Source: an optimization exercise on an open RTL-to-GDS flow (aim: small area, a short achievable clock period and few clock cycles per item). Production flows keep margins and buffers that such runs may drop.
RTL that was checked went through simulation tests only; none was proved equivalent to the original.
No activity file was given, so power comes from the tool's default toggle rates.

==> run M <==
## mips_div64
module mips_div64(
  input  logic         clk,
  input  logic         reset,
  input  logic [63:0]  srcA,
  input  logic [63:0]  srcB,
  input  logic [4:0]   rob_ptr_in,
  input  logic [1:0]   hilo_prf_ptr_in,
  input  logic         is_signed_div,
  input  logic         start_div,
  output logic [127:0] y,
  output logic [4:0]   rob_ptr_out,
  output logic [1:0]   hilo_prf_ptr_out,
  output logic         ready,
  output logic         complete
);
==> module mips_div64, before the edit <==
module mips_div64(
  input  logic         clk,
  input  logic         reset,
  input  logic [63:0]  srcA,
  input  logic [63:0]  srcB,
  input  logic [4:0]   rob_ptr_in,
  input  logic [1:0]   hilo_prf_ptr_in,
  input  logic         is_signed_div,
  input  logic         start_div,
  output logic [127:0] y,
  output logic [4:0]   rob_ptr_out,
  output logic [1:0]   hilo_prf_ptr_out,
  output logic         ready,
  output logic         complete
);
   localparam integer LG_G = 2;
   localparam integer G = 1 << LG_G;
   localparam integer DW = 66 + G - 1;
   localparam logic [1:0] IDLE = 2'd0, SETUP = 2'd1, ITER = 2'd2, DONE = 2'd3;
   logic [1:0]    r_state;
   logic [64:0]   r_R;        
   logic [DW-1:0] r_D;        
   logic [63:0]   r_Q;        
   logic [7:0]    r_k;        
   logic [5:0]    r_cnt;
   logic          r_negA, r_qneg, r_exit;
   logic          r_z0;       
   logic          r_zf;       
   logic          r_zs;       
   logic [4:0]    r_rob;
   logic [1:0]    r_hilo;
   logic       sA, sB, qn, bz;
   logic [6:0] lsA, lsB, lsB63;
   logic [7:0] k_in;
   assign sA    = is_signed_div & srcA[63];
   assign sB    = is_signed_div & srcB[63];
   assign qn    = sA ^ sB;
   assign bz    = ~|srcB;
   clz64 u_clzA (.x(sA ? {~srcA[62:0], 1'b1} : srcA), .n(lsA));
   clz64 u_clzB (.x(srcB ^ {64{sB}}), .n(lsB));
   assign lsB63 = {1'b0, lsB[5:0] | {6{lsB[6]}}};
   pp_add8 u_k (.a({1'b0, lsB63}), .b(~{1'b0, lsA}), .cin(1'b1), .s(k_in));
   logic [DW-1:0] d_al;
   align_shl #(.W(DW), .LG_G(LG_G)) u_sh (.d(r_D), .k(r_k[5:0]), .fill(~r_qneg), .q(d_al));
   logic [DW-1:0] xs, sum;
   logic          cin, zero, acc;
   assign xs  = {{(DW-65){r_R[64]}}, r_R};
   assign cin = ~r_qneg;
   logic zero_n;
   pp_add69 u_add (.a(xs), .b(r_D), .cin(cin), .s(sum), .zn(zero_n));
   assign zero = ~zero_n;
   logic fix;
   assign fix = r_zf | r_zs;
   assign acc = (sum[DW-1] ^ ~r_negA) & ~fix & ~r_z0;
   logic start, setup_sub;
   assign start     = (r_state == IDLE) & start_div;
   assign setup_sub = (r_state == SETUP) & r_qneg & ~r_exit;
   always_ff @(posedge clk) begin
      if (reset) begin
         r_state <= IDLE;
      end else begin
         case (r_state)
           IDLE:  if (start_div) r_state <= SETUP;
           SETUP: r_state <= r_exit ? IDLE : ITER;
           ITER:  if (r_z0 | (r_cnt == 6'd0)) r_state <= DONE;
           DONE:  if (!r_zf) r_state <= IDLE;
         endcase
      end
   end
   always_ff @(posedge clk) begin
      if (start) begin
         r_k    <= k_in;
         r_exit <= bz | k_in[7];
         r_negA <= sA;
         r_qneg <= qn;
         r_rob  <= rob_ptr_in;
         r_hilo <= hilo_prf_ptr_in;
      end
      if (start)
        r_R <= {sA, srcA};
      else if (fix)
        r_R <= '0;
      else if ((setup_sub | (r_state == ITER)) & acc)
        r_R <= sum[64:0];
      r_zs <= setup_sub & r_negA & zero;
      r_z0 <= setup_sub & ~acc & ~(r_negA & zero);
      r_zf <= (r_state == ITER) & r_negA & zero;
      if (r_state == SETUP)
        r_cnt <= r_k[5:0] | (G - 1);
      else
        r_cnt <= r_cnt - 6'd1;
   end
   always_ff @(posedge clk) begin
      if (start)
        r_D <= {{(DW-64){sB}}, srcB} ^ {DW{~qn}};
      else if (r_state == SETUP)
        r_D <= d_al;
      else
        r_D <= {r_D[DW-1], r_D[DW-1:1]};
      if (start)
        r_Q <= bz ? (qn ? 64'd1 : '1) : '0;
      else if (r_state == SETUP)
        r_Q <= {64{r_qneg}};
      else if (r_z0)
        r_Q <= '0;
      else if (r_zf & (r_state == DONE))
        r_Q <= {r_Q[63:1], ~r_qneg};
      else if (r_zf)
        r_Q <= {r_Q[62:1], ~r_qneg, r_qneg};
      else
        r_Q <= {r_Q[62:0], acc ^ r_qneg};
   end
   assign complete         = (r_state == DONE) & ~r_zf | ((r_state == SETUP) & r_exit);
   assign ready            = (r_state == IDLE) & ~start_div;
   assign y                = {r_R[63:0], r_Q};
   assign rob_ptr_out      = r_rob;
   assign hilo_prf_ptr_out = r_hilo;
endmodule
==> flow/config.mk <==
export PLATFORM = sky130hd
export DESIGN_NAME = mips_div64
export DESIGN_NICKNAME = mips_div64
export VERILOG_FILES = /design/flow/design.v
export SDC_FILE = /design/flow/constraint.sdc
export NUM_CORES = 4
export LEC_CHECK = 0
export CAP_MARGIN = 20
export CORE_MARGIN = 2
export CORE_UTILIZATION = 40
export SETUP_SLACK_MARGIN = 1.2
export SLEW_MARGIN = 20
export SYNTH_HIERARCHICAL = 1
==> flow/constraint.sdc <==
create_clock -name core_clock -period 4.0 [get_ports {clk}]
set_input_delay 0.8000 -clock core_clock [delete_from_list [all_inputs] [get_ports {clk}]]
set_output_delay 0.8000 -clock core_clock [all_outputs]
set_load 0.01 [all_outputs]
standard.sh (not shown) runs the stock make flow with config.mk's settings and CLKGATE_MAP_FILE= SYNTH_SCRIPT=/design/flow/synth_recipe.tcl, a recipe that flattens the netlist after the stock synthesis.
==> flow/flow/run.sh <==
#!/bin/bash
# Standard ORFS layout (the standard.sh) with one change to how it is
# made: the port buffers use the smallest buffer cell instead of the delay
# buffer buffer_ports picks by default.  All of make's output goes to
# standard_flow.log here.
set -euo pipefail
export BUFFER_PORTS_ARGS="-buffer_cell sky130_fd_sc_hd__buf_1"
bash standard.sh > standard_flow.log 2>&1
==> run C: changes against run M <==
--- a/flow/design.v
+++ b/flow/design.v
@@ -26,4 +26,7 @@
    assign y = ~(a | b | c);
 endmodule
+module pp_mux2(input logic s, input logic a, input logic b, output logic y);
+   assign y = s ? a : b;
+endmodule
 module pp_add69(input logic [68:0] a, input logic [68:0] b, input logic cin,
    output logic [68:0] s, output logic zn);
@@ -1567,8 +1570,15 @@
       end
    end
+   logic upd, en_neg, en_pos, en_R;
+   assign upd    = (setup_sub | (r_state == ITER)) & ~fix & ~r_z0;
+   assign en_neg = start | fix | (upd & r_negA);
+   assign en_pos = start | fix | (upd & ~r_negA);
+   pp_mux2 u_en (.s(sum[DW-1]), .a(en_neg), .b(en_pos), .y(en_R));
+   always_ff @(posedge clk) begin
+      r_k    <= k_in;
+      r_exit <= bz | k_in[7];
+   end
    always_ff @(posedge clk) begin
       if (start) begin
-         r_k    <= k_in;
-         r_exit <= bz | k_in[7];
          r_negA <= sA;
          r_qneg <= qn;
@@ -1576,13 +1586,9 @@
          r_hilo <= hilo_prf_ptr_in;
       end
-      if (start)
-        r_R <= {sA, srcA};
-      else if (fix)
-        r_R <= '0;
-      else if ((setup_sub | (r_state == ITER)) & acc)
-        r_R <= sum[64:0];
+      if (en_R)
+        r_R <= start ? {sA, srcA} : fix ? '0 : sum[64:0];
       r_zs <= setup_sub & r_negA & zero;
-      r_z0 <= setup_sub & ~acc & ~(r_negA & zero);
       r_zf <= (r_state == ITER) & r_negA & zero;
+      r_z0 <= setup_sub & ~acc & ~(r_negA & zero);
       if (r_state == SETUP)
         r_cnt <= r_k[5:0] | (G - 1);
- CORE_UTILIZATION: 40 -> 60
- SETUP_SLACK_MARGIN: 1.2 -> 1.4
==> results.txt <==
| metric | run M | run C |
|---|---|---|
| Crit path setup slack, layout | 589 ps | 604 ps |
| Worst-skew pair later-pin latency | 590 ps | 580 ps |
| Post-synthesis instance area | 0.0205 mm² | 0.0206 mm² |
| WL met2 | 38100 µm | 36300 µm |
| Fraction of final layout cells sized beyond drive strength 1 | 26.5% | 25.3% |
| GR Util met3 | 3.78% | 7.30% |
| CLK BUF | 43 | 39 |
| Max Used Layer | met4 | met5 |
| Hold path depth | 2 | 1 |
| Final-layout fill cell count | 4754 | 2451 |
| Crit path DAT | 3760 ps | 3840 ps |
| Clock-cell share of area | 3.84% | 3.60% |
| Run status | no timing/DRC/antenna violations | no timing/DRC/antenna violations |
| Tapcell Cnt | 672 | 448 |
| Pwr per Cell Area | 711 mW/mm² | 810 mW/mm² |
| Vert. Die Dim | 230 µm | 189 µm |
| Fmax achieved | 293 MHz | 294 MHz |
| Total placed cells including tap cells | 3508 | 3158 |
| Largest incremental delay on the critical path | 280 ps | 470 ps |
| Final clock period utilization by the worst path | 85.3% | 84.9% |
| Crit Path Max Fanout | 11 | 9 |
| Data required, critical path | 4350 ps | 4440 ps |
Testbench counts of run C, summed over its fixed seeds: cycles 34,487, items 2,400.
No functional check of the RTL was part of run M.

separate check: timing with driven ports:
In the flow no input, the clock included, has a driving cell. The finished layouts below were timed again as built, in two steps.
Step 1 assumes that a clkbuf_16 drives the clock port and a buf_2 every other input.
Step 2 moves the port delays by t, midway between the first and last clock arrival at a register: inputs arrive t later, outputs are due t later. That takes back most of the time a late clock gives input paths.
Slacks: no drivers / after step 1 / after step 2; pairs: no drivers / after step 1.
run	t, ns	setup WS [ns]	clock arrival spread, ns	slew at the worst register clock pin (ns)
run M	0.640	0.589 / 0.565 / -0.075	0.022 / 0.022	0.07 / 0.07
run C	0.635	0.604 / 0.604 / 0.125	0.012 / 0.012	0.07 / 0.07
Met with ideal ports but missed after step 2: setup timing in run M. For run M, which loses most, drivers alone change the setup slack by -0.024 ns; drivers and shift together by -0.664 ns.
